Source: an optimization exercise on an open RTL-to-GDS flow (aim: small area). Production flows keep margins and buffers that such runs may drop. Where RTL was checked, it was by simulation tests only, not by an equivalence proof against the original. Function not checked in runs 3, 5 and 6: the RTL went through the layout flow alone. No activity file was given, so power comes from the tool's default toggle rates.

**flow/run.sh**
```bash
#!/bin/bash
# synth_recipe.tcl (not shown) runs the flow's synth.tcl, then flattens the netlist and writes it again
# the make line also repeats each setting of config.mk as NAME=value (left out here)
make -C /OpenROAD-flow-scripts/flow DESIGN_CONFIG=/design/flow/config.mk WORK_HOME=/design/flow/orfs CLKGATE_MAP_FILE= SYNTH_SCRIPT=/design/flow/synth_recipe.tcl finish
```
**flow/config.mk**
```make
export PLATFORM = sky130hd
export DESIGN_NAME = rgb_led
export DESIGN_NICKNAME = rgb_led
export VERILOG_FILES = /design/flow/design.v
export SDC_FILE = /design/flow/constraint.sdc
export NUM_CORES = 4
export LEC_CHECK = 0
export CAP_MARGIN = 5
export CORE_MARGIN = 2
export CORE_UTILIZATION = 72
export CTS_BUF_LIST = sky130_fd_sc_hd__clkbuf_8
export CTS_CLUSTER_DIAMETER = 80
export CTS_CLUSTER_SIZE = 14
export GPL_TIMING_DRIVEN = 0
export PLACE_DENSITY = 0.8
export SLEW_MARGIN = 5
export SYNTH_HIERARCHICAL = 1
export SYNTH_MINIMUM_KEEP_SIZE = 0
```
**flow/constraint.sdc**
```tcl
create_clock -name core_clock -period 5.0 [get_ports {clk}]
set_input_delay 1.0000 -clock core_clock [delete_from_list [all_inputs] [get_ports {clk}]]
set_output_delay 1.0000 -clock core_clock [all_outputs]
set_load 0.01 [all_outputs]
```
**flow/design.v**
```verilog
`default_nettype none
module led_fa(input a, input b, input c, output s, output co);
	assign s = a ^ b ^ c;
	assign co = (a & b) | (c & (a ^ b));
endmodule
module led_ha(input a, input b, output s, output co);
	assign s = a ^ b;
	assign co = a & b;
endmodule
module led_slice(
	input clk,
	input rot,
	input run,
	input lu,
	input ld,
	input cu_i,
	input cd_i,
	output cu_o,
	output cd_o
);
	reg u, d, z;
	wire su, sd;
	led_fa fu (u, lu, cu_i, su, cu_o);
	led_fa fd (d, ld, cd_i, sd, cd_o);
	always @(posedge clk) begin
		u <= rot & z | run & su;
		d <= rot & su | run & sd;
		z <= rot & sd | run & z;
	end
endmodule
module led_cycler(
	input clk,
	input rst,
	input tick,
	input rst_d,
	input tick_d,
	input [16:0] g0,       
	input [16:8] g1,       
	input g1z,             
	output [2:0] is_u,     
	output [2:0] is_d,     
	output cu,             
	output cd              
);
parameter SOFFSET = 0;
parameter SSTART = 0;
	localparam LO = 8;
	localparam HI = 16 - LO;
	localparam [16:0] LAST = 17'd65536 - SOFFSET;    
	localparam [15:0] K1 = SOFFSET;                   
	localparam [15:0] K2 = SOFFSET - 1;               
	reg first0, w0, first1, w1;
	reg [1:0] ph;
	reg done;
	wire done0 = (g0 == LAST);
	always @(posedge clk) begin
		if (rst) begin
			first0 <= 1'b1;
			w0 <= 1'b0;
		end else if (tick) begin
			if (done0) begin
				first0 <= 1'b0;
				w0 <= (SOFFSET != 0);
			end else if (g0[16]) begin
				w0 <= 1'b0;
			end
		end
		first1 <= first0;
		w1 <= w0;
		done <= done0;
		if (rst_d)
			ph <= SSTART;
		else if (tick_d & done)
			ph <= (ph == 2'd2) ? 2'd0 : ph + 2'd1;
	end
	wire [15:0] k0 = {16{~first0}} & (w0 ? K2 : K1);
	wire [15:0] k1 = {16{~first1}} & (w1 ? K2 : K1);
	wire [16:0] cl;
	wire [15:0] lv;
	wire [LO:0] lv0;
	reg l_mid, cl_mid;
	assign cl[0] = 1'b0;
	genvar j;
	generate for (j = 0; j < 16; j = j + 1) begin : gl
		wire ga = j <= LO ? g0[j] : g1[j];
		wire kb = j <= LO ? k0[j] : k1[j];
		wire ci = j == LO + 1 ? cl_mid : cl[j];
		wire s;
		if (j == 0) begin : b0
			if (K1[0] | (K2[0] & (SOFFSET != 0))) begin : h
				led_ha ha (ga, kb, s, cl[j+1]);
			end else begin : w
				assign s = ga;
				assign cl[j+1] = 1'b0;
			end
		end else if (K1[j] | (K2[j] & (SOFFSET != 0))) begin : f
			led_fa fa (ga, kb, ci, s, cl[j+1]);
		end else begin : h
			led_ha ha (ga, ci, s, cl[j+1]);
		end
		if (j <= LO) begin : lo
			assign lv0[j] = s;
			if (j < LO) begin : lo2
				assign lv[j] = s;
			end else begin : mid
				assign lv[j] = l_mid;
			end
		end else begin : hi
			assign lv[j] = s;
		end
	end endgenerate
	wire chg_n = ~rst & tick & done0;        
	wire chg = ~rst_d & tick_d & done;       
	wire lo_rot = ~rst & chg_n;
	wire lo_run = ~rst & ~chg_n;
	wire hi_rot = ~rst_d & chg;
	wire hi_run = ~rst_d & ~chg;
	wire [16:0] cuc, cdc;
	reg cu_mid, cd_mid;
	assign cuc[0] = 1'b0;
	assign cdc[0] = first0;      
	generate for (j = 0; j < 16; j = j + 1) begin : gs
		if (j < LO) begin : lo
			led_slice sl (clk, lo_rot, lo_run, lv[j], ~lv[j],
				cuc[j], cdc[j], cuc[j+1], cdc[j+1]);
		end else begin : hi
			led_slice sl (clk, hi_rot, hi_run, lv[j], ~lv[j],
				j == LO ? cu_mid : cuc[j], j == LO ? cd_mid : cdc[j],
				cuc[j+1], cdc[j+1]);
		end
	end endgenerate
	always @(posedge clk) begin
		l_mid <= lv0[LO];
		cl_mid <= cl[LO+1];
		cu_mid <= cuc[LO];
		cd_mid <= cdc[LO];
	end
	assign cu = cuc[16];
	assign cd = cdc[16];
	wire zf = first1 & g1z;
	assign is_u = {ph == 2'd0, ph == 2'd2, ph == 2'd1};
	assign is_d = {ph == 2'd1, ph == 2'd0, ph == 2'd2} & {3{~zf}};
endmodule
module rgb_led(
	input  clk,
	input  rst,
	input  tick,
	output [10:0] ledc,
	output [2:0] leda
);
	reg rst_d, tick_d;
	always @(posedge clk) begin
		rst_d <= rst;
		tick_d <= tick;
	end
	reg [16:0] g0;
	reg [16:8] g1;
	reg g1z;
	always @(posedge clk) begin
		g0 <= rst ? 17'd0 : ~tick ? g0 : g0[16] ? 17'd0 : g0 + 17'd1;
		g1 <= g0[16:8];
		g1z <= ~|g0[15:0];
	end
	wire [2:0] iu [0:10];
	wire [2:0] id [0:10];
	wire [10:0] cu, cd;
	led_cycler #(.SOFFSET(0),     .SSTART(0)) ledcyc0  (clk, rst, tick, rst_d, tick_d, g0, g1, g1z, iu[0],  id[0],  cu[0],  cd[0]);
	led_cycler #(.SOFFSET(17873), .SSTART(0)) ledcyc1  (clk, rst, tick, rst_d, tick_d, g0, g1, g1z, iu[1],  id[1],  cu[1],  cd[1]);
	led_cycler #(.SOFFSET(35746), .SSTART(0)) ledcyc2  (clk, rst, tick, rst_d, tick_d, g0, g1, g1z, iu[2],  id[2],  cu[2],  cd[2]);
	led_cycler #(.SOFFSET(53619), .SSTART(0)) ledcyc3  (clk, rst, tick, rst_d, tick_d, g0, g1, g1z, iu[3],  id[3],  cu[3],  cd[3]);
	led_cycler #(.SOFFSET(5957),  .SSTART(1)) ledcyc4  (clk, rst, tick, rst_d, tick_d, g0, g1, g1z, iu[4],  id[4],  cu[4],  cd[4]);
	led_cycler #(.SOFFSET(23830), .SSTART(1)) ledcyc5  (clk, rst, tick, rst_d, tick_d, g0, g1, g1z, iu[5],  id[5],  cu[5],  cd[5]);
	led_cycler #(.SOFFSET(41704), .SSTART(1)) ledcyc6  (clk, rst, tick, rst_d, tick_d, g0, g1, g1z, iu[6],  id[6],  cu[6],  cd[6]);
	led_cycler #(.SOFFSET(59577), .SSTART(1)) ledcyc7  (clk, rst, tick, rst_d, tick_d, g0, g1, g1z, iu[7],  id[7],  cu[7],  cd[7]);
	led_cycler #(.SOFFSET(11915), .SSTART(2)) ledcyc8  (clk, rst, tick, rst_d, tick_d, g0, g1, g1z, iu[8],  id[8],  cu[8],  cd[8]);
	led_cycler #(.SOFFSET(29788), .SSTART(2)) ledcyc9  (clk, rst, tick, rst_d, tick_d, g0, g1, g1z, iu[9],  id[9],  cu[9],  cd[9]);
	led_cycler #(.SOFFSET(47661), .SSTART(2)) ledcyc10 (clk, rst, tick, rst_d, tick_d, g0, g1, g1z, iu[10], id[10], cu[10], cd[10]);
	reg [9:0] timer;
	reg [1:0] col;
	always @(posedge clk) begin
		if (rst) begin
			timer <= 0;
			col <= 2'd3;
		end else begin
			timer <= timer + 1'b1;
			case (col)
				2'd3: col <= 2'd0;
				2'd0: if (timer == 0) col <= 2'd1;
				2'd1: if (timer == 0) col <= 2'd2;
				default: if (timer == 0) col <= 2'd0;
			endcase
		end
	end
	wire [2:0] leda_w = {col == 2'd2, col == 2'd1, col[1] == col[0]};
	localparam R = 0, G = 1, B = 2;
	localparam [21:0] MAP0 = {2'd1, 2'd1, 2'd0, 2'd0, 2'd2, 2'd2, 2'd1, 2'd2, 2'd1, 2'd2, 2'd1};
	localparam [21:0] MAP1 = {2'd0, 2'd0, 2'd1, 2'd1, 2'd0, 2'd0, 2'd0, 2'd0, 2'd0, 2'd0, 2'd0};
	localparam [21:0] MAP2 = {2'd2, 2'd2, 2'd2, 2'd2, 2'd1, 2'd1, 2'd2, 2'd1, 2'd2, 2'd1, 2'd2};
	reg [10:0] led_out_latch;
	wire [10:0] latch_n;
	genvar i;
	generate for (i = 0; i < 11; i = i + 1) begin : gled
		wire [2:0] u = iu[i];
		wire [2:0] d = id[i];
		wire su = leda_w[0] & u[MAP0[2*i +: 2]] | leda_w[1] & u[MAP1[2*i +: 2]] | leda_w[2] & u[MAP2[2*i +: 2]];
		wire sd = leda_w[0] & d[MAP0[2*i +: 2]] | leda_w[1] & d[MAP1[2*i +: 2]] | leda_w[2] & d[MAP2[2*i +: 2]];
		wire su_r = su & ~rst, sd_r = sd & ~rst, one = rst_d & ~rst;
		assign latch_n[i] = su_r & cu[i] | sd_r & cd[i] | one;
	end endgenerate
	always @(posedge clk)
		led_out_latch <= latch_n;
	assign ledc = led_out_latch;
	assign leda = leda_w;
endmodule  
```
==> run_summary.xml, run 1 <==
<?xml version="1.0" encoding="UTF-8"?>
<metrics>
  <group name="layout">
    <metric name="num-fill-cells" unit="">2715</metric>
    <metric name="layout.cells.most_common" unit="">sky130_fd_sc_hd__dfxtp_1</metric>
    <metric name="largest_register_ffs" unit="">17</metric>
    <metric name="top_register" unit="">g0</metric>
    <metric name="multi_input_area" unit="sq um">17800</metric>
    <metric name="final_cell_mix" unit="">673 x sky130_fd_sc_hd__dfxtp_1, 572 x sky130_fd_sc_hd__a22o_1, 428 x sky130_fd_sc_hd__fa_1, 243 x sky130_fd_sc_hd__inv_1, 108 x sky130_fd_sc_hd__ha_1</metric>
    <metric name="ff_latch_area" unit="sq um">13800</metric>
    <metric name="layout-drive-gt1-share" unit="">0.0696</metric>
    <metric name="n_antenna_cell" unit="">0</metric>
    <metric name="nNetsFinal" unit="">3123</metric>
    <metric name="largestRegisters" unit="">g0 x17, led_out_latch x11, timer x10</metric>
    <metric name="syn_to_final_growth" unit="%">7.30</metric>
    <metric name="finish.utilization" unit="">0.785</metric>
    <metric name="layoutNonFillerInstCount" unit="">3178</metric>
    <metric name="post-route-cell-area" unit="sq um">34800</metric>
  </group>
  <group name="die">
    <metric name="io_pins" unit="">17</metric>
    <metric name="fp.dieArea" unit="sq um">46700</metric>
    <metric name="initial_utilization" unit="">0.731</metric>
    <metric name="floorplan.die.width" unit="um">216</metric>
    <metric name="die_height" unit="um">216</metric>
    <metric name="fp.coreArea" unit="sq um">44300</metric>
    <metric name="row_count" unit="">77</metric>
  </group>
  <group name="routing">
    <metric name="wire_per_inst" unit="um">22.1</metric>
    <metric name="detailroute.via_count" unit="">20550</metric>
    <metric name="remaining_drc_errors" unit="">0</metric>
    <metric name="postRouteAntennaNets" unit="">0</metric>
    <metric name="drt-total-wl" unit="mm">70.1</metric>
    <metric name="first_pass_iters" unit="">5</metric>
    <metric name="met3_length" unit="mm">5.11</metric>
    <metric name="top_layer_used" unit="">met4</metric>
    <metric name="route.met2.wl" unit="mm">33.0</metric>
    <metric name="vias_per_cell" unit="">6.47</metric>
    <metric name="detail_route.iter0.violations" unit="">1392</metric>
    <metric name="total_routed_wire_length_on_the_met1_layer" unit="mm">29.8</metric>
  </group>
  <group name="sta">
    <metric name="tightestPinTransition" unit="ps">1290</metric>
    <metric name="fin_worst_skew" unit="ps">45.7</metric>
    <metric name="post-route-period-util" unit="">0.969</metric>
    <metric name="rsz0062_at_grt" unit="">false</metric>
    <metric name="timing.fmax" unit="MHz">206</metric>
    <metric name="final_max_slew_viol_count" unit="">0</metric>
    <metric name="slew-limit-headroom" unit="">0.140</metric>
    <metric name="final-setup-viol-count" unit="">0</metric>
    <metric name="finalHoldViolations" unit="">0</metric>
    <metric name="period_needed" unit="ps">4850</metric>
  </group>
  <group name="placement">
    <metric name="hpwlAfterDp" unit="mm">46.8</metric>
    <metric name="place.port_buffers" unit="">16</metric>
    <metric name="place.gp.congestion" unit="">0.829</metric>
    <metric name="place_area" unit="sq um">34000</metric>
    <metric name="placedCellCount" unit="">3119</metric>
  </group>
  <group name="critical_path">
    <metric name="reg2reg_setup_slack" unit="ps">150</metric>
    <metric name="timing.critical_path.arrival" unit="ps">5360</metric>
    <metric name="timing.critical_path.from_type" unit="">register</metric>
    <metric name="required" unit="ps">5520</metric>
    <metric name="crit_path_max_fanout" unit="">4</metric>
    <metric name="worstSetupEndpointType" unit="">register</metric>
    <metric name="crit_path_frequent_cell" unit="">sky130_fd_sc_hd__fa_1</metric>
    <metric name="slowest_delay" unit="ps">580</metric>
    <metric name="criticalPathCategory" unit="">reg2reg</metric>
    <metric name="critPathSlowestCell" unit="">sky130_fd_sc_hd__fa_1</metric>
    <metric name="timing.critical_path.cells" unit="">inv_1 -&gt; fa_1 -&gt; inv_1 -&gt; fa_1 -&gt; fa_1 -&gt; fa_1 -&gt; fa_1 -&gt; fa_1 -&gt; fa_1 -&gt; fa_1 -&gt; a22o_1 -&gt; a22oi_1 -&gt; a21oi_1</metric>
  </group>
  <group name="synthesis">
    <metric name="yosysWarnings" unit="">19</metric>
    <metric name="netlist_area" unit="sq um">32400</metric>
    <metric name="syn-instance-count" unit="">2474</metric>
    <metric name="synth_area_per_cell" unit="sq um">13.1</metric>
  </group>
  <group name="grt">
    <metric name="grt_max_degree" unit="">35</metric>
    <metric name="grt_overflow_total" unit="">0</metric>
    <metric name="antenna_found_initial" unit="">0</metric>
    <metric name="grt_util_all_layers" unit="">0.316</metric>
    <metric name="grt_pass1_vias" unit="">22438</metric>
    <metric name="grt_pass1_wl" unit="mm">117</metric>
  </group>
  <group name="pwr">
    <metric name="power.leakage" unit="uW">0.0151</metric>
    <metric name="power" unit="uW">11600</metric>
    <metric name="peakVddDrop" unit="V">0.000313</metric>
    <metric name="power_density" unit="nW/um^2">335</metric>
  </group>
  <group name="clocking">
    <metric name="cts_tree" unit="">yes</metric>
    <metric name="postCtsHoldBufs" unit="">0</metric>
    <metric name="post-cts-setup-buffer-count" unit="">0</metric>
    <metric name="clock_tree.root_cell" unit="">sky130_fd_sc_hd__clkbuf_8</metric>
    <metric name="num_cts_buffers" unit="">55</metric>
    <metric name="tritoncts_num_sinks" unit="">687</metric>
    <metric name="clkSlewWorstSetupHoldPaths" unit="ps">100</metric>
    <metric name="cts_max_level" unit="">2</metric>
    <metric name="clock_path_buffers" unit="">3</metric>
    <metric name="worst_skew_pair.late_latency" unit="ps">700</metric>
  </group>
  <group name="job">
    <metric name="timing.max_cap.violations" unit="">0</metric>
  </group>
  <group name="hold_path">
    <metric name="min_path_type" unit="">reg2reg</metric>
  </group>
  <group name="outcome">
    <metric name="outcome" unit="">timing/DRC/antenna clean</metric>
  </group>
</metrics>
[worst max-delay path: cells and delay by family, from the launching register on]
kind            cells  cell delay (ps)
flops               1              410
fa+ha+maj           8             3440
buf+inv             2              220
compound gates      3              600
[power by group]
group	total, uW	internal (uW)	leakage (uW)	switching (uW)
combinational	2470	1230	0.00906	1230
clock	2770	1020	0.000422	1750
sequential	6400	6030	0.00558	369
[repair_timing]
| item | 4_1_cts | 5_1_grt |
|---|---|---|
| gates cloned | 0 | 0 |
| endpoints found under the setup margin | 13 | 7 |
| gates resized for setup | 1 | 3 |
[per-layer routing]
| layer | up-vias | GRT usage |
|---|---|---|
| met2 | 725 | 0.504 |
| li1 | 9077 | - |
| met1 | 10590 | 0.437 |
| met3 | 158 | 0.0641 |
| met4 | 0 | 0.113 |
| met5 | - | 0 |
[path summary, 6_finish.rpt]
path / from / end / cells after the start
worst max-delay path: ledcyc2.first1$_DFF_P_ / led_out_latch[2]$_DFF_P_ / 13
worst min-delay path: ledcyc0.first0$_SDFFE_PP1P_ / ledcyc0.first1$_DFF_P_ / 0
worst max register to register: ledcyc2.first1$_DFF_P_ / led_out_latch[2]$_DFF_P_ / 13
worst min register to register: ledcyc0.first0$_SDFFE_PP1P_ / ledcyc0.first1$_DFF_P_ / 0
[layout make-up]
class	instances	area share
clock buffer	57	0.0226
buffer	12	0.00191
sequential	687	0.396
inverter	242	0.0261
clock inverter	2	0.000576
timing repair buffer	52	0.0195
multi-input combinational	1534	0.512
tap	592	0.0213
[metrics by stage]
stage	hold WS (ps)	worst slack, ps	setup TNS (ps)
2_1_floorplan	364	373	0
3_3_place_gp	377	-710	-41690
3_5_place_dp	382	-307	-1560
4_1_cts	395	70.8	0
5_1_grt	411	1.79	0
6_report	393	155	0
==> run 2, diff against run 1 <==
--- a/flow/config.mk
+++ b/flow/config.mk
@@ -6,5 +6,5 @@
 export NUM_CORES = 4
 export LEC_CHECK = 0
-export CAP_MARGIN = 5
+export CAP_MARGIN = 20
 export CORE_MARGIN = 2
 export CORE_UTILIZATION = 72
@@ -14,5 +14,5 @@
 export GPL_TIMING_DRIVEN = 0
 export PLACE_DENSITY = 0.8
-export SLEW_MARGIN = 5
+export SLEW_MARGIN = 20
 export SYNTH_HIERARCHICAL = 1
 export SYNTH_MINIMUM_KEEP_SIZE = 0
==> run 2 against run 1 <==
Effect of this change: still clean; sequential cell count did not move; synthesized cell count is the same; clock skew shrank 19 ps; critical path depth is 2 lower; die area unchanged; area after synthesis is the same; sequential power is essentially flat; critical path type unchanged; critical endpoint is now ledcyc8.gs[7].lo.sl.z$_DFF_P_; largest cell class unchanged.
==> run_summary.xml, run 2 <==
<?xml version="1.0" encoding="UTF-8"?>
<metrics>
  <group name="clocking">
    <metric name="cts_max_level" unit="">2</metric>
    <metric name="num_cts_buffers" unit="">55</metric>
    <metric name="cts_tree" unit="">yes</metric>
    <metric name="tritoncts_num_sinks" unit="">687</metric>
    <metric name="clock_path_buffers" unit="">3</metric>
    <metric name="worst_skew_pair.late_latency" unit="ps">690</metric>
    <metric name="clkSlewWorstSetupHoldPaths" unit="ps">100</metric>
    <metric name="clock_tree.root_cell" unit="">sky130_fd_sc_hd__clkbuf_8</metric>
    <metric name="post-cts-setup-buffer-count" unit="">0</metric>
  </group>
  <group name="layout">
    <metric name="num-fill-cells" unit="">2728</metric>
    <metric name="nNetsFinal" unit="">3123</metric>
    <metric name="layout-drive-gt1-share" unit="">0.0711</metric>
    <metric name="n_antenna_cell" unit="">0</metric>
    <metric name="post-route-cell-area" unit="sq um">34800</metric>
    <metric name="largest_register_ffs" unit="">17</metric>
    <metric name="largestRegisters" unit="">g0 x17, led_out_latch x11, timer x10</metric>
    <metric name="top_register" unit="">g0</metric>
    <metric name="layout.cells.most_common" unit="">sky130_fd_sc_hd__dfxtp_1</metric>
    <metric name="syn_to_final_growth" unit="%">7.28</metric>
    <metric name="final_cell_mix" unit="">670 x sky130_fd_sc_hd__dfxtp_1, 572 x sky130_fd_sc_hd__a22o_1, 428 x sky130_fd_sc_hd__fa_1, 243 x sky130_fd_sc_hd__inv_1, 108 x sky130_fd_sc_hd__ha_1</metric>
  </group>
  <group name="grt">
    <metric name="grt.met2_usage" unit="">0.507</metric>
    <metric name="grt_overflow_total" unit="">0</metric>
    <metric name="grt_pass1_wl" unit="mm">117</metric>
    <metric name="grt_pass1_vias" unit="">22277</metric>
    <metric name="grt_util_all_layers" unit="">0.317</metric>
    <metric name="grt_max_degree" unit="">34</metric>
    <metric name="grt_util_met1" unit="">0.442</metric>
    <metric name="globalRouteMet3Util" unit="">0.0633</metric>
    <metric name="antenna_found_initial" unit="">0</metric>
    <metric name="most_utilized_layer_in_the_global_route_result" unit="">met2</metric>
  </group>
  <group name="critical_path">
    <metric name="timing.critical_path.arrival" unit="ps">5440</metric>
    <metric name="timing.critical_path.from_type" unit="">register</metric>
    <metric name="required" unit="ps">5590</metric>
    <metric name="criticalPathCategory" unit="">reg2reg</metric>
    <metric name="crit_path_max_fanout" unit="">18</metric>
    <metric name="setup.worst_path.end" unit="">ledcyc8.gs[7].lo.sl.z$_DFF_P_</metric>
    <metric name="reg2reg_setup_slack" unit="ps">150</metric>
    <metric name="crit_path_start" unit="">g0[1]$_SDFFE_PP0P_</metric>
    <metric name="worstReg2RegEnd" unit="">ledcyc8.gs[7].lo.sl.z$_DFF_P_</metric>
    <metric name="rr_startpoint" unit="">g0[1]$_SDFFE_PP0P_</metric>
    <metric name="rr_worst_depth" unit="">11</metric>
    <metric name="worstSetupEndpointType" unit="">register</metric>
  </group>
  <group name="routing">
    <metric name="detail_route.iter0.violations" unit="">1419</metric>
    <metric name="vias_per_cell" unit="">6.45</metric>
    <metric name="drt-total-wl" unit="mm">70.4</metric>
    <metric name="wire_per_inst" unit="um">22.1</metric>
    <metric name="remaining_drc_errors" unit="">0</metric>
    <metric name="postRouteAntennaNets" unit="">0</metric>
    <metric name="first_pass_iters" unit="">5</metric>
    <metric name="detailroute.via_count" unit="">20507</metric>
  </group>
  <group name="synthesis">
    <metric name="netlist_area" unit="sq um">32400</metric>
    <metric name="syn-instance-count" unit="">2474</metric>
    <metric name="yosysWarnings" unit="">19</metric>
    <metric name="synth_area_per_cell" unit="sq um">13.1</metric>
  </group>
  <group name="sta">
    <metric name="slew-limit-headroom" unit="">0.194</metric>
    <metric name="fin_worst_skew" unit="ps">27.1</metric>
    <metric name="post-route-period-util" unit="">0.971</metric>
    <metric name="holdWs" unit="ps">396</metric>
    <metric name="final_max_slew_viol_count" unit="">0</metric>
    <metric name="final-setup-viol-count" unit="">0</metric>
    <metric name="timing.final.ws_setup" unit="ps">146</metric>
    <metric name="timing.fmax" unit="MHz">206</metric>
    <metric name="period_needed" unit="ps">4850</metric>
    <metric name="finalHoldViolations" unit="">0</metric>
    <metric name="rsz0062_at_grt" unit="">false</metric>
    <metric name="tightestPinTransition" unit="ps">1210</metric>
  </group>
  <group name="die">
    <metric name="floorplan.die.width" unit="um">216</metric>
    <metric name="io_pins" unit="">17</metric>
    <metric name="fp.coreArea" unit="sq um">44300</metric>
    <metric name="die_height" unit="um">216</metric>
    <metric name="row_count" unit="">77</metric>
    <metric name="fp.dieArea" unit="sq um">46700</metric>
    <metric name="initial_utilization" unit="">0.731</metric>
  </group>
  <group name="placement">
    <metric name="place_area" unit="sq um">34000</metric>
    <metric name="dp_slack" unit="ps">112</metric>
    <metric name="place.port_buffers" unit="">16</metric>
    <metric name="place.gp.congestion" unit="">0.829</metric>
    <metric name="hpwlAfterDp" unit="mm">47.1</metric>
  </group>
  <group name="pwr">
    <metric name="power" unit="uW">11600</metric>
    <metric name="power_density" unit="nW/um^2">335</metric>
    <metric name="power_switching_share" unit="">0.288</metric>
    <metric name="seq_power_share" unit="">0.550</metric>
    <metric name="p_int" unit="uW">8280</metric>
    <metric name="power_frac_clock" unit="">0.238</metric>
    <metric name="peakVddDrop" unit="V">0.000342</metric>
    <metric name="comb_power_share" unit="">0.212</metric>
    <metric name="total_switching_power" unit="uW">3360</metric>
    <metric name="power.leakage" unit="uW">0.0151</metric>
  </group>
  <group name="hold_path">
    <metric name="holdCritStartpoint" unit="">ledcyc0.first0$_SDFFE_PP1P_</metric>
    <metric name="hold_path_depth" unit="">0</metric>
    <metric name="min_path_type" unit="">reg2reg</metric>
  </group>
  <group name="job">
    <metric name="timing.max_cap.violations" unit="">0</metric>
  </group>
  <group name="outcome">
    <metric name="outcome" unit="">timing/DRC/antenna clean</metric>
  </group>
</metrics>
==> run 2: through the flow <==
| stage | util | setup TNS (ps) | instances |
|---|---|---|---|
| 2_1_floorplan | - | 0 | 2475 |
| 3_3_place_gp | 0.752 | -41690 | 3083 |
| 3_5_place_dp | 0.766 | 0 | 3119 |
| 4_1_cts | 0.784 | 0 | 3179 |
| 5_1_grt | 0.785 | 0 | 3179 |
| 6_report | 0.785 | 0 | 3179 |
==> run 2: worst min path at each step <==
stage | endpoint | slack (ps)
after floorplan | ledcyc0.first1$_DFF_P_ | 360
after global placement | ledcyc0.first1$_DFF_P_ | 380
after detailed placement | ledcyc0.first1$_DFF_P_ | 380
after CTS | ledcyc0.first1$_DFF_P_ | 400
after global routing | ledcyc0.first1$_DFF_P_ | 410
final | ledcyc0.first1$_DFF_P_ | 400
==> run 2: worst max-delay path: stages (launching register included) <==
cell and delay (ps):
sky130_fd_sc_hd__dfxtp_2 560, sky130_fd_sc_hd__buf_16 280, sky130_fd_sc_hd__fa_1 620, sky130_fd_sc_hd__inv_1 80, sky130_fd_sc_hd__fa_1 410, sky130_fd_sc_hd__fa_1 400, sky130_fd_sc_hd__fa_1 400, sky130_fd_sc_hd__fa_1 420
sky130_fd_sc_hd__fa_1 420, sky130_fd_sc_hd__fa_1 410, sky130_fd_sc_hd__fa_1 480, sky130_fd_sc_hd__a22o_1 260
==> run 2: cell type report <==
class / instances / area, sq um / area share
Inverter: 242 / 908 / 0.0261
Buffer: 12 / 66.3 / 0.00191
Timing Repair Buffer: 52 / 667 / 0.0192
Multi-Input combinational cell: 1534 / 17800 / 0.512
Clock inverter: 3 / 20.0 / 0.000576
Tap cell: 592 / 741 / 0.0213
Clock buffer: 57 / 785 / 0.0226
Sequential cell: 687 / 13800 / 0.396
==> run 2: power groups by stage <==
stage / clock [uW] / combinational (uW) / sequential, uW
floorplan: 0 / 1700 / 6460
finish: 2770 / 2460 / 6400
detailed placement: 0 / 2350 / 6540
global route: 3010 / 2740 / 6500
global placement: 0 / 2140 / 6520
CTS: 2830 / 2430 / 6420
==> run 2: timing repair <==
item                       4_1_cts  5_1_grt
hold endpoints to repair         0        0
setup endpoints to repair        0        6
hold buffers                     0        0
resized for setup                0        2
==> run 2: per-layer routing <==
| layer | wire, um | share of wire |
|---|---|---|
| met1 | 30100 | 0.43 |
| met2 | 33300 | 0.47 |
| met3 | 4900 | 0.070 |
| met4 | 2070 | 0.029 |
| met5 | 0 | 0 |
==> run 3, diff against run 2 <==
--- a/flow/design.v
+++ b/flow/design.v
@@ -8,5 +8,5 @@
 	assign co = a & b;
 endmodule
-module led_slice(
+module led_slice #(parameter U0 = 0) (    
 	input clk,
 	input rot,
@@ -21,5 +21,9 @@
 	reg u, d, z;
 	wire su, sd;
-	led_fa fu (u, lu, cu_i, su, cu_o);
+	generate if (U0) begin : h
+		led_ha fu (u, lu, su, cu_o);
+	end else begin : f
+		led_fa fu (u, lu, cu_i, su, cu_o);
+	end endgenerate
 	led_fa fd (d, ld, cd_i, sd, cd_o);
 	always @(posedge clk) begin
@@ -87,5 +91,8 @@
 		wire ci = j == LO + 1 ? cl_mid : cl[j];
 		wire s;
-		if (j == 0) begin : b0
+		if (SOFFSET == 0) begin : z
+			assign s = ga;
+			assign cl[j+1] = 1'b0;
+		end else if (j == 0) begin : b0
 			if (K1[0] | (K2[0] & (SOFFSET != 0))) begin : h
 				led_ha ha (ga, kb, s, cl[j+1]);
@@ -122,5 +129,5 @@
 	generate for (j = 0; j < 16; j = j + 1) begin : gs
 		if (j < LO) begin : lo
-			led_slice sl (clk, lo_rot, lo_run, lv[j], ~lv[j],
+			led_slice #(.U0(j == 0)) sl (clk, lo_rot, lo_run, lv[j], ~lv[j],
 				cuc[j], cdc[j], cuc[j+1], cdc[j+1]);
 		end else begin : hi
==> run 3 against run 2 <==
Effect of this change: still clean on timing, DRC and antenna; sequential cell count shrank 1; wire length rose by 0.57%; clock power shrank 1%; via count decreased by 0.61%; power down 3.2%; sequential share of layout area rose by 0.41 points; clock skew rose by 13 ps; critical path type unchanged; highest routed layer is now met5.
==> run_summary.xml, run 3 <==
<?xml version="1.0" encoding="UTF-8"?>
<metrics>
  <group name="outcome">
    <metric name="outcome" unit="">timing/DRC/antenna clean</metric>
  </group>
  <group name="layout">
    <metric name="largest_register_ffs" unit="">17</metric>
    <metric name="top_register" unit="">g0</metric>
    <metric name="n_antenna_cell" unit="">0</metric>
    <metric name="ff_latch_area" unit="sq um">13800</metric>
    <metric name="final_cell_mix" unit="">667 x sky130_fd_sc_hd__dfxtp_1, 572 x sky130_fd_sc_hd__a22o_1, 417 x sky130_fd_sc_hd__fa_1, 243 x sky130_fd_sc_hd__inv_1, 104 x sky130_fd_sc_hd__ha_1</metric>
    <metric name="nNetsFinal" unit="">3077</metric>
    <metric name="syn_to_final_growth" unit="%">7.23</metric>
    <metric name="post-route-cell-area" unit="sq um">34400</metric>
    <metric name="finish.utilization" unit="">0.779</metric>
    <metric name="layout.cells.most_common" unit="">sky130_fd_sc_hd__dfxtp_1</metric>
    <metric name="multi_input_area" unit="sq um">17500</metric>
    <metric name="layout-drive-gt1-share" unit="">0.0708</metric>
    <metric name="num-fill-cells" unit="">2758</metric>
    <metric name="largestRegisters" unit="">g0 x17, led_out_latch x11, timer x10</metric>
  </group>
  <group name="hold_path">
    <metric name="min_path_type" unit="">reg2reg</metric>
    <metric name="hold_path_depth" unit="">0</metric>
  </group>
  <group name="sta">
    <metric name="timing.fmax" unit="MHz">205</metric>
    <metric name="totalNegativeSetupSlack" unit="ps">0</metric>
    <metric name="final-setup-viol-count" unit="">0</metric>
    <metric name="tightestPinTransition" unit="ps">1110</metric>
    <metric name="slew-limit-headroom" unit="">0.259</metric>
    <metric name="holdWs" unit="ps">405</metric>
    <metric name="post-route-period-util" unit="">0.976</metric>
    <metric name="fin_worst_skew" unit="ps">40.3</metric>
    <metric name="final_max_slew_viol_count" unit="">0</metric>
    <metric name="period_needed" unit="ps">4880</metric>
    <metric name="finalHoldViolations" unit="">0</metric>
    <metric name="rsz0062_at_grt" unit="">false</metric>
  </group>
  <group name="critical_path">
    <metric name="crit_path_max_fanout" unit="">15</metric>
    <metric name="timing.critical_path.cells" unit="">buf_16 -&gt; fa_1 -&gt; fa_1 -&gt; fa_1 -&gt; fa_1 -&gt; fa_1 -&gt; fa_1 -&gt; fa_1 -&gt; fa_1 -&gt; a22o_1</metric>
    <metric name="critPathSlowestCell" unit="">sky130_fd_sc_hd__dfxtp_2</metric>
    <metric name="worstSetupEndpointType" unit="">register</metric>
    <metric name="rr_worst_depth" unit="">10</metric>
    <metric name="criticalPathCategory" unit="">reg2reg</metric>
    <metric name="setup.worst_path.end" unit="">ledcyc9.gs[7].lo.sl.d$_DFF_P_</metric>
    <metric name="reg2reg_setup_slack" unit="ps">120</metric>
    <metric name="rr_startpoint" unit="">g0[1]$_SDFFE_PP0P_</metric>
    <metric name="worstReg2RegEnd" unit="">ledcyc9.gs[7].lo.sl.d$_DFF_P_</metric>
    <metric name="crit_path_start" unit="">g0[1]$_SDFFE_PP0P_</metric>
    <metric name="timing.critical_path.arrival" unit="ps">5450</metric>
    <metric name="timing.critical_path.from_type" unit="">register</metric>
    <metric name="required" unit="ps">5570</metric>
    <metric name="crit_path_frequent_cell" unit="">sky130_fd_sc_hd__fa_1</metric>
    <metric name="slowest_delay" unit="ps">750</metric>
  </group>
  <group name="grt">
    <metric name="antenna_found_initial" unit="">1</metric>
    <metric name="grt_overflow_total" unit="">0</metric>
    <metric name="grt_util_all_layers" unit="">0.319</metric>
    <metric name="grt_util_met1" unit="">0.435</metric>
    <metric name="grt_pass1_vias" unit="">22159</metric>
    <metric name="grt_pass1_wl" unit="mm">116</metric>
    <metric name="grt_max_degree" unit="">34</metric>
    <metric name="globalRouteMet3Util" unit="">0.0511</metric>
    <metric name="most_utilized_layer_in_the_global_route_result" unit="">met2</metric>
    <metric name="grt.met2_usage" unit="">0.519</metric>
  </group>
  <group name="pwr">
    <metric name="power.leakage" unit="uW">0.0148</metric>
    <metric name="power" unit="uW">11300</metric>
    <metric name="peakVddDrop" unit="V">0.000262</metric>
    <metric name="power_density" unit="nW/um^2">328</metric>
  </group>
  <group name="routing">
    <metric name="postRouteAntennaNets" unit="">0</metric>
    <metric name="first_pass_iters" unit="">5</metric>
    <metric name="detail_route.iter0.violations" unit="">1556</metric>
    <metric name="detailroute.via_count" unit="">20381</metric>
    <metric name="drt-total-wl" unit="mm">70.8</metric>
    <metric name="remaining_drc_errors" unit="">0</metric>
    <metric name="vias_per_cell" unit="">6.48</metric>
    <metric name="wire_per_inst" unit="um">22.5</metric>
  </group>
  <group name="die">
    <metric name="floorplan.die.width" unit="um">215</metric>
    <metric name="initial_utilization" unit="">0.727</metric>
    <metric name="fp.coreArea" unit="sq um">44100</metric>
    <metric name="row_count" unit="">77</metric>
    <metric name="fp.dieArea" unit="sq um">46200</metric>
    <metric name="die_height" unit="um">215</metric>
    <metric name="io_pins" unit="">17</metric>
  </group>
  <group name="clocking">
    <metric name="clock_path_buffers" unit="">3</metric>
    <metric name="clkSlewWorstSetupHoldPaths" unit="ps">100</metric>
    <metric name="clock_tree.root_cell" unit="">sky130_fd_sc_hd__clkbuf_8</metric>
    <metric name="cts_max_level" unit="">2</metric>
    <metric name="num_cts_buffers" unit="">54</metric>
    <metric name="post-cts-setup-buffer-count" unit="">0</metric>
    <metric name="postCtsHoldBufs" unit="">0</metric>
    <metric name="worst_skew_pair.late_latency" unit="ps">700</metric>
    <metric name="tritoncts_num_sinks" unit="">686</metric>
    <metric name="cts_tree" unit="">yes</metric>
  </group>
  <group name="placement">
    <metric name="place.port_buffers" unit="">16</metric>
    <metric name="hpwlAfterDp" unit="mm">46.2</metric>
    <metric name="place.gp.congestion" unit="">0.809</metric>
    <metric name="place_area" unit="sq um">33600</metric>
  </group>
  <group name="synthesis">
    <metric name="syn-instance-count" unit="">2446</metric>
    <metric name="yosysWarnings" unit="">21</metric>
    <metric name="synth_area_per_cell" unit="sq um">13.1</metric>
    <metric name="netlist_area" unit="sq um">32100</metric>
  </group>
  <group name="job">
    <metric name="timing.max_cap.violations" unit="">0</metric>
  </group>
</metrics>
==> run 3: cell count changes in the layout (fill, tap and decap cells not counted), moves of 2 or more <==
cell	before	now
sky130_fd_sc_hd__conb_1	12	0
sky130_fd_sc_hd__fa_1	428	417
sky130_fd_sc_hd__buf_6	20	14
sky130_fd_sc_hd__buf_4	4	8
sky130_fd_sc_hd__ha_1	108	104
sky130_fd_sc_hd__dfxtp_1	670	667
sky130_fd_sc_hd__buf_8	6	8
==> run 3: how the worst min path moves through the flow <==
| stage | endpoint | from | slack (ps) |
|---|---|---|---|
| 2_1_floorplan | ledcyc0.first1$_DFF_P_ | ledcyc0.first0$_SDFFE_PP1P_ | 360 |
| 3_3_place_gp | ledcyc0.first1$_DFF_P_ | ledcyc0.first0$_SDFFE_PP1P_ | 400 |
| 3_5_place_dp | ledcyc0.first1$_DFF_P_ | ledcyc0.first0$_SDFFE_PP1P_ | 400 |
| 4_1_cts | ledcyc0.first1$_DFF_P_ | ledcyc0.first0$_SDFFE_PP1P_ | 410 |
| 5_1_grt | ledcyc0.first1$_DFF_P_ | ledcyc0.first0$_SDFFE_PP1P_ | 410 |
| 6_report | ledcyc0.first1$_DFF_P_ | ledcyc0.first0$_SDFFE_PP1P_ | 400 |
==> run 3: area by class of cell <==
cell class,instances,area share
Buffer,12,0.00193
Clock buffer,57,0.0228
Clock inverter,1,0.000109
Inverter,242,0.0264
Multi-Input combinational cell,1506,0.508
Sequential cell,686,0.400
Tap cell,592,0.0215
Timing Repair Buffer,51,0.0186
==> run 3: what timing repair did <==
item	in CTS	in global routing
setup endpoints to repair	2	3
pin swaps	0	0
gates resized for setup	1	1
endpoints found under the hold margin	0	0
==> run 3: per-layer routing <==
metal | share of wire | wire [um]
met1 | 0.42 | 29500
met2 | 0.48 | 34000
met3 | 0.065 | 4600
met4 | 0.038 | 2660
met5 | 0.00018 | 13
==> run 3: metrics by stage <==
step / setup WS [ps] / instances
finish: 119 / 3147
global route: 23.4 / 3147
CTS: 106 / 3147
detailed placement: 14.0 / 3089
global placement: -588 / 3054
floorplan: 421 / 2446
==> run 3: power by group <==
| part | leakage [uW] | switching, uW | internal, uW |
|---|---|---|---|
| Clock | 0.000415 | 1710 | 1010 |
| Sequential | 0.00557 | 339 | 5970 |
| Combinational | 0.00886 | 1140 | 1110 |
==> run 3: worst max-delay path, delay by kind of cell, from the launching register on <==
family / cells / cell delay (ps)
adder cells (fa/ha/maj): 8 / 3510
AO/OA/AOI/OAI: 1 / 230
flip-flops: 1 / 750
buffers and inverters: 1 / 250
==> run 4, diff against run 3 <==
--- a/flow/design.v
+++ b/flow/design.v
@@ -11,24 +11,25 @@
 	input clk,
 	input rot,
+	input rotn,    
 	input run,
-	input lu,
-	input ld,
+	input runn,    
+	input l,
 	input cu_i,
-	input cd_i,
+	input cdn_i,
 	output cu_o,
-	output cd_o
+	output cdn_o
 );
-	reg u, d, z;
-	wire su, sd;
+	reg u, dn, zn;
+	wire su, sdn;
 	generate if (U0) begin : h
-		led_ha fu (u, lu, su, cu_o);
+		led_ha fu (u, l, su, cu_o);
 	end else begin : f
-		led_fa fu (u, lu, cu_i, su, cu_o);
-	end endgenerate
-	led_fa fd (d, ld, cd_i, sd, cd_o);
-	always @(posedge clk) begin
-		u <= rot & z | run & su;
-		d <= rot & su | run & sd;
-		z <= rot & sd | run & z;
+		led_fa fu (u, l, cu_i, su, cu_o);
+	end endgenerate
+	led_fa fd (dn, l, cdn_i, sdn, cdn_o);
+	always @(posedge clk) begin
+		u <= ~rotn & ~zn | run & su;
+		dn <= (~rot | ~su) & (runn | sdn);
+		zn <= (rotn | sdn) & (runn | zn);
 	end
 endmodule
@@ -123,14 +124,14 @@
 	wire hi_rot = ~rst_d & chg;
 	wire hi_run = ~rst_d & ~chg;
-	wire [16:0] cuc, cdc;
+	wire [16:0] cuc, cdc;     
 	reg cu_mid, cd_mid;
 	assign cuc[0] = 1'b0;
-	assign cdc[0] = first0;      
+	assign cdc[0] = ~first0;     
 	generate for (j = 0; j < 16; j = j + 1) begin : gs
 		if (j < LO) begin : lo
-			led_slice #(.U0(j == 0)) sl (clk, lo_rot, lo_run, lv[j], ~lv[j],
+			led_slice #(.U0(j == 0)) sl (clk, lo_rot, ~lo_rot, lo_run, ~lo_run, lv[j],
 				cuc[j], cdc[j], cuc[j+1], cdc[j+1]);
 		end else begin : hi
-			led_slice sl (clk, hi_rot, hi_run, lv[j], ~lv[j],
+			led_slice sl (clk, hi_rot, ~hi_rot, hi_run, ~hi_run, lv[j],
 				j == LO ? cu_mid : cuc[j], j == LO ? cd_mid : cdc[j],
 				cuc[j+1], cdc[j+1]);
@@ -144,5 +145,5 @@
 	end
 	assign cu = cuc[16];
-	assign cd = cdc[16];
+	assign cd = ~cdc[16];
 	wire zf = first1 & g1z;
 	assign is_u = {ph == 2'd0, ph == 2'd2, ph == 2'd1};
==> run 4 against run 3 <==
Effect of this change: synthesized cell count fell by 5.3%; first-iteration DRC count fell by 3.8%; combinational power rose by 4%; count of clock-buffer cells in the layout did not move; sequential cell count did not move; die area fell by 0.88%; still clean on timing, DRC and antenna; via count fell by 1.5%; critical path type unchanged; area after synthesis fell by 0.89%; largest power group unchanged; worst setup slack got worse by 13 ps.
==> run_summary.xml, run 4 <==
<?xml version="1.0" encoding="UTF-8"?>
<metrics>
  <group name="critical_path">
    <metric name="timing.critical_path.cells" unit="">fa_1 -&gt; fa_1 -&gt; fa_1 -&gt; fa_1 -&gt; fa_1 -&gt; fa_1 -&gt; fa_1 -&gt; fa_1 -&gt; a22o_1 -&gt; a22oi_1 -&gt; a21oi_1</metric>
    <metric name="rr_worst_depth" unit="">11</metric>
    <metric name="criticalPathCategory" unit="">reg2reg</metric>
    <metric name="timing.critical_path.from_type" unit="">register</metric>
    <metric name="crit_path_frequent_cell" unit="">sky130_fd_sc_hd__fa_1</metric>
    <metric name="crit_path_max_fanout" unit="">12</metric>
    <metric name="worstSetupEndpointType" unit="">register</metric>
    <metric name="reg2reg_setup_slack" unit="ps">110</metric>
    <metric name="required" unit="ps">5510</metric>
    <metric name="critPathSlowestCell" unit="">sky130_fd_sc_hd__dfxtp_4</metric>
    <metric name="slowest_delay" unit="ps">680</metric>
    <metric name="timing.critical_path.arrival" unit="ps">5410</metric>
    <metric name="rr_startpoint" unit="">g1[9]$_DFF_P_</metric>
    <metric name="worstReg2RegEnd" unit="">led_out_latch[8]$_DFF_P_</metric>
  </group>
  <group name="placement">
    <metric name="placedCellCount" unit="">2931</metric>
    <metric name="place.port_buffers" unit="">16</metric>
    <metric name="hpwlAfterDp" unit="mm">47.7</metric>
    <metric name="place.gp.congestion" unit="">0.851</metric>
    <metric name="place_area" unit="sq um">33000</metric>
  </group>
  <group name="synthesis">
    <metric name="netlist_area" unit="sq um">31800</metric>
    <metric name="yosysWarnings" unit="">21</metric>
    <metric name="synth_area_per_cell" unit="sq um">13.7</metric>
    <metric name="syn-instance-count" unit="">2316</metric>
  </group>
  <group name="layout">
    <metric name="layout-drive-gt1-share" unit="">0.0624</metric>
    <metric name="nNetsFinal" unit="">2926</metric>
    <metric name="post-route-cell-area" unit="sq um">33800</metric>
    <metric name="top_register" unit="">g0</metric>
    <metric name="largestRegisters" unit="">g0 x17, led_out_latch x11, timer x10</metric>
    <metric name="layout.cells.most_common" unit="">sky130_fd_sc_hd__dfxtp_1</metric>
    <metric name="final_cell_mix" unit="">665 x sky130_fd_sc_hd__dfxtp_1, 417 x sky130_fd_sc_hd__fa_1, 183 x sky130_fd_sc_hd__o22a_1, 176 x sky130_fd_sc_hd__a2bb2oi_1, 176 x sky130_fd_sc_hd__o2bb2ai_1</metric>
    <metric name="syn_to_final_growth" unit="%">6.31</metric>
    <metric name="largest_register_ffs" unit="">17</metric>
    <metric name="layoutNonFillerInstCount" unit="">2990</metric>
  </group>
  <group name="sta">
    <metric name="rsz0062_at_grt" unit="">false</metric>
    <metric name="post-route-period-util" unit="">0.979</metric>
    <metric name="fin_worst_skew" unit="ps">33.9</metric>
    <metric name="period_needed" unit="ps">4890</metric>
    <metric name="timing.fmax" unit="MHz">204</metric>
    <metric name="final-setup-viol-count" unit="">0</metric>
    <metric name="tightestPinTransition" unit="ps">1170</metric>
    <metric name="totalNegativeSetupSlack" unit="ps">0</metric>
    <metric name="final_max_slew_viol_count" unit="">0</metric>
    <metric name="slew-limit-headroom" unit="">0.222</metric>
    <metric name="finalHoldViolations" unit="">0</metric>
  </group>
  <group name="pwr">
    <metric name="power_density" unit="nW/um^2">335</metric>
    <metric name="power.leakage" unit="uW">0.0141</metric>
    <metric name="power" unit="uW">11300</metric>
    <metric name="peakVddDrop" unit="V">0.000338</metric>
  </group>
  <group name="routing">
    <metric name="detail_route.iter0.violations" unit="">1497</metric>
    <metric name="first_pass_iters" unit="">5</metric>
    <metric name="drt-total-wl" unit="mm">73.3</metric>
    <metric name="wire_per_inst" unit="um">24.5</metric>
    <metric name="detailroute.via_count" unit="">20074</metric>
    <metric name="postRouteAntennaNets" unit="">0</metric>
    <metric name="vias_per_cell" unit="">6.71</metric>
    <metric name="remaining_drc_errors" unit="">0</metric>
  </group>
  <group name="grt">
    <metric name="grt_util_all_layers" unit="">0.330</metric>
    <metric name="grt_overflow_total" unit="">0</metric>
    <metric name="grt_pass1_wl" unit="mm">119</metric>
    <metric name="antenna_found_initial" unit="">1</metric>
    <metric name="grt_pass1_vias" unit="">21761</metric>
    <metric name="grt_max_degree" unit="">34</metric>
  </group>
  <group name="clocking">
    <metric name="clkSlewWorstSetupHoldPaths" unit="ps">90</metric>
    <metric name="cts_max_level" unit="">2</metric>
    <metric name="num_cts_buffers" unit="">54</metric>
    <metric name="cts_tree" unit="">yes</metric>
    <metric name="tritoncts_num_sinks" unit="">686</metric>
    <metric name="postCtsHoldBufs" unit="">0</metric>
    <metric name="clock_tree.root_cell" unit="">sky130_fd_sc_hd__clkbuf_8</metric>
    <metric name="worst_skew_pair.late_latency" unit="ps">690</metric>
    <metric name="clock_path_buffers" unit="">3</metric>
    <metric name="post-cts-setup-buffer-count" unit="">0</metric>
  </group>
  <group name="hold_path">
    <metric name="min_path_type" unit="">reg2reg</metric>
    <metric name="hold_path_depth" unit="">0</metric>
    <metric name="holdCritStartpoint" unit="">ledcyc0.first0$_SDFFE_PP1P_</metric>
    <metric name="hold-path-endpoint" unit="">ledcyc0.first1$_DFF_P_</metric>
  </group>
  <group name="die">
    <metric name="fp.coreArea" unit="sq um">43400</metric>
    <metric name="fp.dieArea" unit="sq um">45800</metric>
    <metric name="initial_utilization" unit="">0.733</metric>
    <metric name="row_count" unit="">76</metric>
    <metric name="die_height" unit="um">214</metric>
    <metric name="floorplan.die.width" unit="um">214</metric>
    <metric name="io_pins" unit="">17</metric>
  </group>
  <group name="job">
    <metric name="timing.max_cap.violations" unit="">0</metric>
  </group>
  <group name="outcome">
    <metric name="outcome" unit="">timing/DRC/antenna clean</metric>
  </group>
</metrics>
==> run 4: worst max-delay path: cells and delay by family, from the launching register on <==
kind | cells | cell delay [ps]
fa+ha+maj | 8 | 3540
flops | 1 | 680
compound gates | 3 | 500
==> run 4: timing repair <==
action | CTS | global route
resized for setup | 1 | 0
hold endpoints to repair | 0 | 0
endpoints found under the setup margin | 3 | 0
==> run 4: worst max-delay path by stage <==
stage	endpoint	slack, ps	cells after the start	from
floorplan	ledcyc8.gs[7].lo.sl.zn$_DFF_P_	370	10	g0[0]$_SDFFE_PP0P_
global placement	ledcyc3.gs[7].lo.sl.zn$_DFF_P_	-650	9	g0[1]$_SDFFE_PP0P_
detailed placement	led_out_latch[8]$_DFF_P_	-70	11	g1[9]$_DFF_P_
CTS	led_out_latch[8]$_DFF_P_	160	12	ledcyc8.first1$_DFF_P_
global route	led_out_latch[8]$_DFF_P_	30	12	ledcyc8.first1$_DFF_P_
finish	led_out_latch[8]$_DFF_P_	110	11	g1[9]$_DFF_P_
==> run 4: metrics by stage <==
stage	setup WS, ps	hold WS [ps]	utilization
finish	106	383	0.779
global route	34.8	401	0.779
CTS	155	394	0.779
detailed placement	-72.2	377	0.761
global placement	-653	358	0.753
floorplan	367	351	-
==> run 4: report_power, final <==
part           total (uW)  internal, uW  leakage [uW]  switching, uW
logic                2330          1240       0.00814           1090
clock network        2730          1010      0.000415           1720
registers            6260          5930       0.00558            322
total               11300          8190        0.0141           3130
==> run 4: per-layer routing <==
| metal | global-route usage | up-vias | wire length [um] |
|---|---|---|---|
| met5 | 0 | - | 9 |
| met4 | 0.114 | 2 | 2220 |
| met3 | 0.0576 | 161 | 4720 |
| met2 | 0.552 | 728 | 36400 |
| met1 | 0.440 | 10411 | 30000 |
| li1 | - | 8772 | - |
==> run 4: area by class of cell <==
type / instances / area (sq um)
Tap cell: 585 / 732
Fill cell: 2687 / 9580
Clock buffer: 57 / 785
Inverter: 86 / 323
Clock inverter: 1 / 3.75
Timing Repair Buffer: 30 / 418
Multi-Input combinational cell: 1529 / 17700
Antenna cell: 1 / 2.50
Sequential cell: 686 / 13800
Buffer: 15 / 90.1
==> run 5, diff against run 4 <==
--- a/flow/design.v
+++ b/flow/design.v
@@ -50,5 +50,5 @@
 parameter SOFFSET = 0;
 parameter SSTART = 0;
-	localparam LO = 8;
+	localparam LO = 9;
 	localparam HI = 16 - LO;
 	localparam [16:0] LAST = 17'd65536 - SOFFSET;    
--- a/flow/config.mk
+++ b/flow/config.mk
@@ -10,6 +10,6 @@
 export CORE_UTILIZATION = 72
 export CTS_BUF_LIST = sky130_fd_sc_hd__clkbuf_8
-export CTS_CLUSTER_DIAMETER = 80
-export CTS_CLUSTER_SIZE = 14
+export CTS_CLUSTER_DIAMETER = 70
+export CTS_CLUSTER_SIZE = 16
 export GPL_TIMING_DRIVEN = 0
 export PLACE_DENSITY = 0.8
==> run 5 against run 4 <==
Effect of this change: sequential power barely moved; cell count shrank 0.23%; register-to-register slack about the same; wire length fell by 1.3%; count of clock-buffer cells in the layout is 7 lower; largest power group unchanged; sequential share of layout area about the same; still clean; sequential cell count is 1 lower.
==> run_summary.xml, run 5 <==
<?xml version="1.0" encoding="UTF-8"?>
<metrics>
  <group name="layout">
    <metric name="top_register" unit="">g0</metric>
    <metric name="largest_register_ffs" unit="">17</metric>
    <metric name="syn_to_final_growth" unit="%">6.44</metric>
    <metric name="final_cell_mix" unit="">664 x sky130_fd_sc_hd__dfxtp_1, 395 x sky130_fd_sc_hd__fa_1, 183 x sky130_fd_sc_hd__o22a_1, 176 x sky130_fd_sc_hd__a2bb2oi_1, 176 x sky130_fd_sc_hd__o2bb2ai_1</metric>
    <metric name="layout-drive-gt1-share" unit="">0.0721</metric>
    <metric name="nNetsFinal" unit="">2918</metric>
    <metric name="largestRegisters" unit="">g0 x17, led_out_latch x11, timer x10</metric>
    <metric name="layout.cells.most_common" unit="">sky130_fd_sc_hd__dfxtp_1</metric>
    <metric name="n_antenna_cell" unit="">0</metric>
  </group>
  <group name="job">
    <metric name="timing.max_cap.violations" unit="">0</metric>
  </group>
  <group name="hold_path">
    <metric name="min_path_type" unit="">reg2reg</metric>
    <metric name="hold-path-endpoint" unit="">ledcyc4.first1$_DFF_P_</metric>
    <metric name="hold_path_depth" unit="">0</metric>
    <metric name="holdCritStartpoint" unit="">ledcyc4.first0$_SDFFE_PP1P_</metric>
  </group>
  <group name="critical_path">
    <metric name="path_delay_family" unit="">adder cells</metric>
    <metric name="critPathSlowestCell" unit="">sky130_fd_sc_hd__fa_1</metric>
    <metric name="rr_worst_depth" unit="">12</metric>
    <metric name="timing.critical_path.arrival" unit="ps">5500</metric>
    <metric name="worstReg2RegEnd" unit="">ledcyc2.gs[8].lo.sl.dn$_DFF_P_</metric>
    <metric name="criticalPathCategory" unit="">reg2reg</metric>
    <metric name="timing.critical_path.cells" unit="">buf_12 -&gt; ha_1 -&gt; fa_1 -&gt; fa_1 -&gt; fa_1 -&gt; fa_1 -&gt; fa_1 -&gt; fa_1 -&gt; fa_2 -&gt; fa_1 -&gt; fa_1 -&gt; a2bb2oi_1</metric>
    <metric name="timing.critical_path.from_type" unit="">register</metric>
    <metric name="crit_path_max_fanout" unit="">4</metric>
    <metric name="required" unit="ps">5600</metric>
    <metric name="crit_path_frequent_cell" unit="">sky130_fd_sc_hd__fa_1</metric>
    <metric name="slowest_delay" unit="ps">550</metric>
    <metric name="worstSetupEndpointType" unit="">register</metric>
    <metric name="rr_startpoint" unit="">g0[0]$_SDFFE_PP0P_</metric>
    <metric name="crit_buf_inv" unit="">1</metric>
    <metric name="reg2reg_setup_slack" unit="ps">90</metric>
  </group>
  <group name="clocking">
    <metric name="cts_tree" unit="">yes</metric>
    <metric name="num_cts_buffers" unit="">48</metric>
    <metric name="clkSlewWorstSetupHoldPaths" unit="ps">100</metric>
    <metric name="clock_path_buffers" unit="">3</metric>
    <metric name="postCtsHoldBufs" unit="">0</metric>
    <metric name="cts_max_level" unit="">2</metric>
    <metric name="worst_skew_pair.late_latency" unit="ps">680</metric>
    <metric name="clock_tree.root_cell" unit="">sky130_fd_sc_hd__clkbuf_8</metric>
    <metric name="tritoncts_num_sinks" unit="">685</metric>
  </group>
  <group name="routing">
    <metric name="remaining_drc_errors" unit="">0</metric>
    <metric name="first_pass_iters" unit="">5</metric>
    <metric name="detail_route.iter0.violations" unit="">1462</metric>
    <metric name="wire_per_inst" unit="um">24.2</metric>
    <metric name="detailroute.via_count" unit="">19949</metric>
    <metric name="vias_per_cell" unit="">6.69</metric>
    <metric name="postRouteAntennaNets" unit="">0</metric>
    <metric name="drt-total-wl" unit="mm">72.3</metric>
  </group>
  <group name="placement">
    <metric name="place.port_buffers" unit="">16</metric>
    <metric name="hpwlAfterDp" unit="mm">46.0</metric>
    <metric name="place.gp.congestion" unit="">0.831</metric>
  </group>
  <group name="sta">
    <metric name="final-setup-viol-count" unit="">0</metric>
    <metric name="holdWs" unit="ps">382</metric>
    <metric name="post-route-period-util" unit="">0.981</metric>
    <metric name="period_needed" unit="ps">4910</metric>
    <metric name="tightestPinTransition" unit="ps">1180</metric>
    <metric name="slew-limit-headroom" unit="">0.213</metric>
    <metric name="timing.fmax" unit="MHz">204</metric>
    <metric name="finalHoldViolations" unit="">0</metric>
    <metric name="fin_worst_skew" unit="ps">29.7</metric>
    <metric name="final_max_slew_viol_count" unit="">0</metric>
  </group>
  <group name="pwr">
    <metric name="power_frac_clock" unit="">0.232</metric>
    <metric name="total_switching_power" unit="uW">3110</metric>
    <metric name="power.leakage" unit="uW">0.0140</metric>
    <metric name="power" unit="uW">11200</metric>
    <metric name="seq_power_share" unit="">0.557</metric>
    <metric name="peakVddDrop" unit="V">0.000271</metric>
    <metric name="power_switching_share" unit="">0.278</metric>
    <metric name="power_density" unit="nW/um^2">331</metric>
    <metric name="comb_power_share" unit="">0.211</metric>
    <metric name="p_int" unit="uW">8080</metric>
  </group>
  <group name="grt">
    <metric name="antenna_found_initial" unit="">1</metric>
    <metric name="grt_util_all_layers" unit="">0.327</metric>
    <metric name="grt_pass1_wl" unit="mm">118</metric>
    <metric name="grt_pass1_vias" unit="">21646</metric>
    <metric name="grt_overflow_total" unit="">0</metric>
    <metric name="grt_max_degree" unit="">34</metric>
  </group>
  <group name="die">
    <metric name="initial_utilization" unit="">0.734</metric>
    <metric name="floorplan.die.width" unit="um">214</metric>
    <metric name="io_pins" unit="">17</metric>
    <metric name="die_height" unit="um">214</metric>
    <metric name="fp.coreArea" unit="sq um">43300</metric>
    <metric name="fp.dieArea" unit="sq um">45800</metric>
    <metric name="row_count" unit="">76</metric>
  </group>
  <group name="synthesis">
    <metric name="yosysWarnings" unit="">21</metric>
    <metric name="synth_area_per_cell" unit="sq um">13.7</metric>
    <metric name="syn-instance-count" unit="">2315</metric>
    <metric name="netlist_area" unit="sq um">31800</metric>
  </group>
  <group name="outcome">
    <metric name="outcome" unit="">timing/DRC/antenna clean</metric>
  </group>
</metrics>
## run 5: power groups by stage
stage,registers (uW),logic [uW],clock network (uW)
after floorplan,6310,1640,0
after global placement,6360,2070,0
after detailed placement,6370,2200,0
after CTS,6240,2300,2650
after global routing,6300,2580,2830
final,6230,2370,2590
## run 5: worst reg2reg max path, delay by kind of cell (launching register included)
| family | cells | cell delay [ps] |
|---|---|---|
| fa+ha+maj | 10 | 4100 |
| compound gates | 1 | 210 |
| flops | 1 | 380 |
| buf+inv | 1 | 150 |
## run 5: worst max path at each step
stage,startpoint,to,cells past startpoint
finish,g0[0]$_SDFFE_PP0P_,ledcyc2.gs[8].lo.sl.dn$_DFF_P_,12
global route,ledcyc9.w0$_SDFFE_PP0P_,ledcyc9.gs[8].lo.sl.u$_DFF_P_,12
CTS,g0[0]$_SDFFE_PP0P_,ledcyc1.gs[8].lo.sl.dn$_DFF_P_,12
detailed placement,g0[0]$_SDFFE_PP0P_,ledcyc1.gs[8].lo.sl.dn$_DFF_P_,11
global placement,g0[2]$_SDFFE_PP0P_,ledcyc10.gs[8].lo.sl.zn$_DFF_P_,9
floorplan,ledcyc6.w0$_SDFFE_PP0P_,ledcyc6.gs[8].lo.sl.zn$_DFF_P_,12
## run 5: metal layers
metal,up-vias,GRT usage,wire (um)
met5,-,0,0
met4,0,0.118,2770
met3,184,0.0712,5410
met2,718,0.518,34300
met1,10289,0.451,29800
li1,8758,-,-
## run 5: cell type report
| class | count | area [sq um] |
|---|---|---|
| plain buffers | 15 | 90.1 |
| clock buffers | 50 | 688 |
| clock inverters | 4 | 15.0 |
| fillers | 2604 | 9460 |
| inverters | 86 | 323 |
| multi-input cells | 1529 | 17800 |
| flip-flops and latches | 685 | 13800 |
| well taps | 585 | 732 |
| repair buffers | 29 | 385 |
## run 5: what timing repair did
item,4_1_cts,5_1_grt
resized for setup,5,28
pin swaps,0,1
buffers inserted,7,0
cloned,0,0
setup endpoints to repair,72,22
## run 5: through the flow
| stage | instances | TNS [ps] | utilization | setup slack (ps) | cell area [sq um] |
|---|---|---|---|---|---|
| 5_1_grt | 2983 | -13.8 | 0.781 | -13.8 | 33800 |
| 2_1_floorplan | 2315 | 0 | - | 242 | 31800 |
| 6_report | 2983 | 0 | 0.781 | 93.6 | 33800 |
| 3_5_place_dp | 2922 | -14170 | 0.761 | -484 | 32900 |
| 4_1_cts | 2983 | 0 | 0.779 | 19.4 | 33700 |
| 3_3_place_gp | 2916 | -45520 | 0.755 | -927 | 32700 |
==> run 6, diff against run 5 <==
--- a/flow/design.v
+++ b/flow/design.v
@@ -50,5 +50,5 @@
 parameter SOFFSET = 0;
 parameter SSTART = 0;
-	localparam LO = 9;
+	localparam LO = 7;
 	localparam HI = 16 - LO;
 	localparam [16:0] LAST = 17'd65536 - SOFFSET;    
==> run 6 against run 5 <==
Effect of this change: highest routed layer unchanged; wire length decreased by 0.30%; core utilization about the same; fmax is 0.39% lower; first-iteration DRC count rose by 0.27%; largest power group unchanged; non-clock buffer count increased by 6.
==> run_summary.xml, run 6 <==
<?xml version="1.0" encoding="UTF-8"?>
<metrics>
  <group name="grt">
    <metric name="grt_pass1_wl" unit="mm">119</metric>
    <metric name="grt_pass1_vias" unit="">21604</metric>
    <metric name="grt_util_all_layers" unit="">0.328</metric>
    <metric name="antenna_found_initial" unit="">0</metric>
  </group>
  <group name="sta">
    <metric name="finalHoldViolations" unit="">0</metric>
    <metric name="tightestPinTransition" unit="ps">1110</metric>
    <metric name="rsz0062_at_grt" unit="">true</metric>
    <metric name="final-setup-viol-count" unit="">0</metric>
    <metric name="totalNegativeSetupSlack" unit="ps">0</metric>
    <metric name="fin_worst_skew" unit="ps">24.4</metric>
    <metric name="slew-limit-headroom" unit="">0.261</metric>
    <metric name="timing.final.ws_setup" unit="ps">74.2</metric>
    <metric name="timing.fmax" unit="MHz">203</metric>
    <metric name="period_needed" unit="ps">4930</metric>
  </group>
  <group name="synthesis">
    <metric name="yosysWarnings" unit="">21</metric>
    <metric name="netlist_area" unit="sq um">31800</metric>
    <metric name="synth_area_per_cell" unit="sq um">13.7</metric>
  </group>
  <group name="layout">
    <metric name="nNetsFinal" unit="">2927</metric>
    <metric name="largest_register_ffs" unit="">17</metric>
    <metric name="syn_to_final_growth" unit="%">6.51</metric>
    <metric name="layoutNonFillerInstCount" unit="">2993</metric>
    <metric name="largestRegisters" unit="">g0 x17, led_out_latch x11, timer x10</metric>
    <metric name="layout-drive-gt1-share" unit="">0.0801</metric>
    <metric name="n_antenna_cell" unit="">0</metric>
  </group>
  <group name="routing">
    <metric name="detail_route.iter0.violations" unit="">1466</metric>
    <metric name="drt-total-wl" unit="mm">72.1</metric>
    <metric name="wire_per_inst" unit="um">24.1</metric>
  </group>
  <group name="critical_path">
    <metric name="worstSetupEndpointType" unit="">register</metric>
    <metric name="required" unit="ps">5550</metric>
    <metric name="timing.critical_path.arrival" unit="ps">5470</metric>
    <metric name="crit_path_max_fanout" unit="">8</metric>
    <metric name="rr_startpoint" unit="">g1[8]$_DFF_P_</metric>
    <metric name="crit_path_start" unit="">g1[8]$_DFF_P_</metric>
    <metric name="timing.critical_path.from_type" unit="">register</metric>
    <metric name="criticalPathCategory" unit="">reg2reg</metric>
  </group>
  <group name="job">
    <metric name="timing.max_cap.violations" unit="">0</metric>
  </group>
  <group name="clocking">
    <metric name="num_cts_buffers" unit="">49</metric>
    <metric name="worst_skew_pair.late_latency" unit="ps">690</metric>
    <metric name="clock_tree.root_cell" unit="">sky130_fd_sc_hd__clkbuf_8</metric>
    <metric name="cts_tree" unit="">yes</metric>
    <metric name="postCtsHoldBufs" unit="">0</metric>
  </group>
  <group name="placement">
    <metric name="hpwlAfterDp" unit="mm">48.8</metric>
    <metric name="place.gp.congestion" unit="">0.847</metric>
  </group>
  <group name="pwr">
    <metric name="power.leakage" unit="uW">0.0140</metric>
  </group>
  <group name="die">
    <metric name="row_count" unit="">76</metric>
    <metric name="fp.coreArea" unit="sq um">43400</metric>
    <metric name="fp.dieArea" unit="sq um">45900</metric>
  </group>
  <group name="outcome">
    <metric name="outcome" unit="">timing/DRC/antenna clean</metric>
  </group>
</metrics>
## run 6: final cells by class
cell class	instances	area [sq um]
clock buffer	53	729
buffer	15	90.1
tap	585	732
fill	2702	9490
timing repair buffer	35	419
multi-input combinational	1529	17700
inverter	86	332
sequential	687	13800
clock inverter	3	27.5
## run 6: worst paths after layout
path / to / slack (ps) / cells after the start
worst max-delay path: led_out_latch[7]$_DFF_P_ / 70 / 13
worst min-delay path: ledcyc4.first1$_DFF_P_ / 380 / 0
worst max register to register: led_out_latch[7]$_DFF_P_ / 70 / 13
worst min register to register: ledcyc4.first1$_DFF_P_ / 380 / 0
## run 6: report_power, final
group	internal [uW]	switching (uW)	leakage [uW]	total [uW]
combinational	1260	1080	0.00805	2330
sequential	5940	321	0.00559	6260
clock	954	1730	0.000393	2680
total	8150	3130	0.0140	11300
## run 6: worst max-delay path: stages, from the launching register on
cell and delay (ps):
sky130_fd_sc_hd__dfxtp_4 510, sky130_fd_sc_hd__buf_6 160, sky130_fd_sc_hd__ha_1 270, sky130_fd_sc_hd__fa_1 440
sky130_fd_sc_hd__fa_1 420, sky130_fd_sc_hd__fa_1 430, sky130_fd_sc_hd__fa_1 420, sky130_fd_sc_hd__fa_1 410
sky130_fd_sc_hd__fa_1 400, sky130_fd_sc_hd__fa_1 390, sky130_fd_sc_hd__fa_1 430, sky130_fd_sc_hd__a22o_1 250
sky130_fd_sc_hd__a22oi_1 140, sky130_fd_sc_hd__a21oi_1 100
## run 6: through the flow
step | hold slack [ps] | area (sq um)
2_1_floorplan | 351 | 31800
3_3_place_gp | 364 | 32700
3_5_place_dp | 365 | 32900
4_1_cts | 371 | 33800
5_1_grt | 388 | 33900
6_report | 375 | 33900
## run 6: what timing repair did
| item | in CTS | in global routing |
|---|---|---|
| setup buffers | 5 | 0 |
| setup endpoints to repair | 24 | 10 |
| pin swaps | 1 | 8 |
| gates cloned | 0 | 0 |
| resized for setup | 19 | 33 |
## run 6: routing by layer
layer,up-vias,track usage,part of all wire
li1,8767,-,-
met1,10350,0.473,0.43
met2,694,0.514,0.47
met3,141,0.0633,0.072
met4,0,0.0926,0.024
met5,-,0,0

==> re-timing with driven ports <==
The results above use ideal ports. As a check the final layouts listed here were re-extracted and re-timed, cells and wires unchanged. Step 1: set_driving_cell puts a clkbuf_16 on clk and a buf_2 on each other input, an assumption about the parent block. Step 2, shift: input delay + t, output delay - t, t = (earliest + latest rising clock arrival at the registers) / 2. This alone moves slack from input paths to output paths. Slacks: no drivers / after step 1 / after step 2; pairs: no drivers / after step 1.
run	t (ns)	setup WS [ns]
run 1	0.734	0.155 / 0.155 / 0.155
run 2	0.736	0.146 / 0.146 / 0.146
run 3	0.732	0.119 / 0.119 / 0.119
run 4	0.731	0.106 / 0.106 / 0.106
run 5	0.724	0.094 / 0.094 / 0.094
run 6	0.732	0.074 / 0.074 / 0.074
After both steps every run listed still meets setup and hold.
